Source: an optimization exercise on an open RTL-to-GDS flow (aim: small area). Production flows keep margins and buffers that such runs may drop. Only simulation tests tie the RTL to the original design; equivalence was not proved. Power and IR drop assume default switching activity.

Design FIR_filter, start of the top module:
module FIR_filter #(parameter order = 10)(
	input logic clk,
	input logic reset,
	input logic x_valid,
	input logic signed [23:0] x,
	input logic [16*order - 1:0] h,
	output logic signed [39:0] y
);
	logic [23:0] ring [0:order - 1];	 
	logic [23:0] hold;			 
	logic [3:0] age;			 
	logic pend;				 
	logic [3:0] left;			 
	logic [3:0] nvalid;			 
	logic [15:0] tap;			 
	logic [39:0] acc;
	wire ins = pend & (age == order - 1);
	wire [23:0] smp = ins ? hold : ring[order - 1];
	logic [3:0] age_n, left_n, nvalid_n, k_n;
	logic pend_n, use_n;
	always_comb begin
		if (reset) begin
			pend_n = 1'b0;
			left_n = '0;
			nvalid_n = '0;
			age_n = order - 1;
		end else begin
			age_n = (ins || age == 0) ? order - 1 : age - 4'd1;
			if (x_valid) begin
				pend_n = 1'b1;
				left_n = order;
				nvalid_n = (nvalid == order) ? nvalid : nvalid + 4'd1;
			end else begin
				pend_n = pend & ~ins;
				left_n = (left != 0) ? left - 4'd1 : left;
				nvalid_n = nvalid;
			end
		end
		k_n = (pend_n && age_n == order - 1) ? 4'd0 : pend_n ? age_n + 4'd1 : age_n;
		use_n = (left_n != 0) && (k_n < nvalid_n);
	end
	logic [15:0] tap_n;
	always_comb begin
		tap_n = '0;
		for (int j = 0; j < order; j++)
			if (use_n && k_n == j) tap_n = tap_n | h[16*j +: 16];
	end
	logic [39:0] sum;
	mac_mult u_mult (.a(tap), .b(smp), .acc(acc), .p(sum));
	always_ff @(posedge clk) begin
		ring[0] <= smp;
		for (int i = 1; i < order; i++) ring[i] <= ring[i - 1];
		if (x_valid) hold <= x;
		acc <= x_valid ? 40'd0 : sum;
		tap <= tap_n;
		pend <= pend_n;
		left <= left_n;
		nvalid <= nvalid_n;
		age <= age_n;
	end
	assign y = acc;
endmodule
Size: ~230 I/O pins.
clock: 10.0 ns
lec_check: 0
cap_margin: 20
core_margin: 2
core_utilization: 40
slew_margin: 20
synth_hierarchical: 1
standard.sh (not shown) runs the stock make flow with config.mk's settings and CLKGATE_MAP_FILE= SYNTH_SCRIPT=/design/flow/synth_recipe.tcl, a recipe that flattens the netlist after the stock synthesis.
==> flow/flow/run.sh <==
#!/bin/bash
# The standard layout, with two changes to how it is made:
#  - ports are buffered with the smallest buffer (buf_1) instead of the default choice;
#  - before floorplanning, combinational cells that synthesis upsized are set back to their
#    smallest size (downsize.tcl); the flow's timing repair upsizes again where needed.
# make's full output goes to flow_make.log; each step's log is under orfs/logs/.
set -euo pipefail
here=$(pwd)
bash standard.sh \
  "BUFFER_PORTS_ARGS=-buffer_cell sky130_fd_sc_hd__buf_1" \
  "PRE_FLOORPLAN_TCL=$here/flow/downsize.tcl" \
  finish > "$here/flow_make.log" 2>&1
==> flow/flow/downsize.tcl <==
# Set every combinational cell that is not a buffer, delay or clock cell to the smallest
# size of its kind (for example a22oi_2 -> a22oi_1). Sequential cells are left alone.
set db [ord::get_db]
set n 0
foreach inst [[ord::get_db_block] getInsts] {
  set master [$inst getMaster]
  set name [$master getName]
  if { ![regexp {^sky130_fd_sc_hd__([a-z0-9]+)_([0-9]+)$} $name -> base drive] } { continue }
  if { [regexp {^(df|edf|sdf|sedf|dl|clk|buf|dly|conb|tap|fill|decap|diode|probe|lpflow)} $base] } { continue }
  set best $master
  foreach d {0 1 2} {
    set cand [$db findMaster "sky130_fd_sc_hd__${base}_$d"]
    if { $cand ne "NULL" && [$cand getWidth] < [[set best] getWidth] } { set best $cand }
  }
  if { $best ne $master } {
    replace_cell [$inst getName] [$best getName]
    incr n
  }
}
puts "downsize.tcl: resized $n instances"
The baseline finished with timing, DRC and antenna clean.
Next try:
==> flow/run.sh (new file) <==
#!/bin/bash
# synth_recipe.tcl (not shown) runs the flow's synth.tcl, then flattens the netlist and writes it again
# the make line also repeats each setting of config.mk as NAME=value (left out here)
make -C /OpenROAD-flow-scripts/flow DESIGN_CONFIG=/design/flow/config.mk WORK_HOME=/design/flow/orfs CLKGATE_MAP_FILE= SYNTH_SCRIPT=/design/flow/synth_recipe.tcl finish
- CTS_BUF_LIST: unset -> sky130_fd_sc_hd__clkbuf_4
removed: flow/flow/run.sh
removed: flow/flow/downsize.tcl
removed: flow/standard.sh
Result: Worst setup slack gets worse by 0.18 ns. Power goes up by 3.6%. Clock power goes down by 19%. Final cell count came out higher by 5.1%. Cell area grows by 12%. Flip-flop and latch count stays the same. First-iteration DRC count fell by about 40%. Clock skew is higher by 0.071 ns. Utilization went up by 2.9 points. Register-to-register slack loses 0.18 ns.
Next try:
==> flow/flow/run.sh (new file) <==
#!/bin/bash
# The standard layout, with two changes to how it is made:
#  - ports are buffered with the smallest buffer (buf_1) instead of the default choice;
#  - before floorplanning, combinational cells that synthesis upsized are set back to their
#    smallest size (downsize.tcl); the flow's timing repair upsizes again where needed.
# make's full output goes to flow_make.log; each step's log is under orfs/logs/.
set -euo pipefail
here=$(pwd)
bash standard.sh \
  "BUFFER_PORTS_ARGS=-buffer_cell sky130_fd_sc_hd__buf_1" \
  "PRE_FLOORPLAN_TCL=$here/flow/downsize.tcl" \
  finish > "$here/flow_make.log" 2>&1
==> flow/flow/downsize.tcl (new file) <==
# Set every combinational cell that is not a buffer, delay or clock cell to the smallest
# size of its kind (for example a22oi_2 -> a22oi_1). Sequential cells are left alone.
set db [ord::get_db]
set n 0
foreach inst [[ord::get_db_block] getInsts] {
  set master [$inst getMaster]
  set name [$master getName]
  if { ![regexp {^sky130_fd_sc_hd__([a-z0-9]+)_([0-9]+)$} $name -> base drive] } { continue }
  if { [regexp {^(df|edf|sdf|sedf|dl|clk|buf|dly|conb|tap|fill|decap|diode|probe|lpflow)} $base] } { continue }
  set best $master
  foreach d {0 1 2} {
    set cand [$db findMaster "sky130_fd_sc_hd__${base}_$d"]
    if { $cand ne "NULL" && [$cand getWidth] < [[set best] getWidth] } { set best $cand }
  }
  if { $best ne $master } {
    replace_cell [$inst getName] [$best getName]
    incr n
  }
}
puts "downsize.tcl: resized $n instances"
==> flow/standard.sh (new file) <==
#!/bin/bash
# synth_recipe.tcl (not shown) runs the flow's synth.tcl, then flattens the netlist and writes it again
# the make line also repeats each setting of config.mk as NAME=value (left out here)
make -C /OpenROAD-flow-scripts/flow DESIGN_CONFIG=/design/flow/config.mk WORK_HOME=/design/flow/orfs CLKGATE_MAP_FILE= SYNTH_SCRIPT=/design/flow/synth_recipe.tcl "${@:-finish}"
- CTS_BUF_LIST: sky130_fd_sc_hd__clkbuf_4 -> sky130_fd_sc_hd__clkbuf_16 sky130_fd_sc_hd__clkbuf_8 sky130_fd_sc_hd__clkbuf_4
- CTS_CLUSTER_DIAMETER: unset -> 60
- CTS_CLUSTER_SIZE: unset -> 24
removed: flow/run.sh
Effect:
- cell count drops by 5.5%
- total power drops by 5.3%
- clock power climbs by about 8%
- worst setup slack improves by 0.15 ns
- final area drops by 12%
- clock skew drops by 0.058 ns
- first-iteration DRC count climbs by 66%
- sequential share of layout area climbs by 3.8 points
- via count drops by 3.0%
Next try:
==> flow/run.sh (new file) <==
#!/bin/bash
# synth_recipe.tcl (not shown) runs the flow's synth.tcl, then flattens the netlist and writes it again
# the make line also repeats each setting of config.mk as NAME=value (left out here)
make -C /OpenROAD-flow-scripts/flow DESIGN_CONFIG=/design/flow/config.mk WORK_HOME=/design/flow/orfs CLKGATE_MAP_FILE= SYNTH_SCRIPT=/design/flow/synth_recipe.tcl finish
- CTS_BUF_LIST: sky130_fd_sc_hd__clkbuf_16 sky130_fd_sc_hd__clkbuf_8 sky130_fd_sc_hd__clkbuf_4 -> unset
- CTS_CLUSTER_DIAMETER: 60 -> unset
- CTS_CLUSTER_SIZE: 24 -> unset
removed: flow/flow/run.sh
removed: flow/flow/downsize.tcl
removed: flow/standard.sh
Register-to-register slack degrades by 0.17 ns.
Clock power increases by about 10%.
Worst setup slack degrades by 0.17 ns.
Die area increases by 5.8%.
Power increases by 8.0%.
Synthesized cell count is unchanged.
Next try:
==> flow/flow/run.sh (new file) <==
#!/bin/bash
# The standard layout, with two changes to how it is made:
#  - ports are buffered with the smallest buffer (buf_1) instead of the default choice;
#  - before floorplanning, combinational cells that synthesis upsized are set back to their
#    smallest size (downsize.tcl); the flow's timing repair upsizes again where needed.
# make's full output goes to flow_make.log; each step's log is under orfs/logs/.
set -euo pipefail
here=$(pwd)
bash standard.sh \
  "BUFFER_PORTS_ARGS=-buffer_cell sky130_fd_sc_hd__buf_1" \
  "PRE_FLOORPLAN_TCL=$here/flow/downsize.tcl" \
  finish > "$here/flow_make.log" 2>&1
==> flow/flow/downsize.tcl (new file) <==
# Set every combinational cell that is not a buffer, delay or clock cell to the smallest
# size of its kind (for example a22oi_2 -> a22oi_1). Sequential cells are left alone.
set db [ord::get_db]
set n 0
foreach inst [[ord::get_db_block] getInsts] {
  set master [$inst getMaster]
  set name [$master getName]
  if { ![regexp {^sky130_fd_sc_hd__([a-z0-9]+)_([0-9]+)$} $name -> base drive] } { continue }
  if { [regexp {^(df|edf|sdf|sedf|dl|clk|buf|dly|conb|tap|fill|decap|diode|probe|lpflow)} $base] } { continue }
  set best $master
  foreach d {0 1 2} {
    set cand [$db findMaster "sky130_fd_sc_hd__${base}_$d"]
    if { $cand ne "NULL" && [$cand getWidth] < [[set best] getWidth] } { set best $cand }
  }
  if { $best ne $master } {
    replace_cell [$inst getName] [$best getName]
    incr n
  }
}
puts "downsize.tcl: resized $n instances"
==> flow/standard.sh (new file) <==
#!/bin/bash
# synth_recipe.tcl (not shown) runs the flow's synth.tcl, then flattens the netlist and writes it again
# the make line also repeats each setting of config.mk as NAME=value (left out here)
make -C /OpenROAD-flow-scripts/flow DESIGN_CONFIG=/design/flow/config.mk WORK_HOME=/design/flow/orfs CLKGATE_MAP_FILE= SYNTH_SCRIPT=/design/flow/synth_recipe.tcl "${@:-finish}"
- CTS_BUF_LIST: unset -> sky130_fd_sc_hd__clkbuf_4
- CTS_CLUSTER_DIAMETER: unset -> 40
- CTS_CLUSTER_SIZE: unset -> 10
removed: flow/run.sh
Result: Worst hold slack gets worse by 0.0090 ns. Routed wire length drops by 2.4%. Register-to-register slack gets better by 0.18 ns. Utilization drops by 4.5 points. Cell count drops by 0.47%. Global-route usage climbs by 0.71 points. Final area drops by 14%. Clock skew climbs by 0.026 ns. Synthesized cell count stays the same.

## port drivers added, routing unchanged
No port has a modelled driver above. Below, the same layouts with a new extraction and two added sets of constraints.
Step 1, drivers: a clkbuf_16 drives clk and a buf_2 each remaining input, both assumed.
Step 2 moves the port delays by t, midway between the first and last clock arrival at a register: inputs arrive t later, outputs are due t later. That takes back most of the time a late clock gives input paths.
Slacks: ideal / step 1 / step 2; pairs: ideal / step 1.
| run | shift t [ns] | setup WS [ns] | worst slew at a driven data input, ns |
|---|---|---|---|
| the first run | 0.606 | 1.872 / 1.872 / 1.872 | 0.08 |
| the second run | 0.846 | 1.692 / 1.692 / 1.692 | 0.06 |
| the third run | 0.637 | 1.843 / 1.843 / 1.843 | 0.09 |
| the fourth run | 0.618 | 1.675 / 1.675 / 1.675 | 0.06 |
| the fifth run | 0.841 | 1.851 / 1.851 / 1.851 | 0.09 |
After both steps every run listed still meets setup and hold.
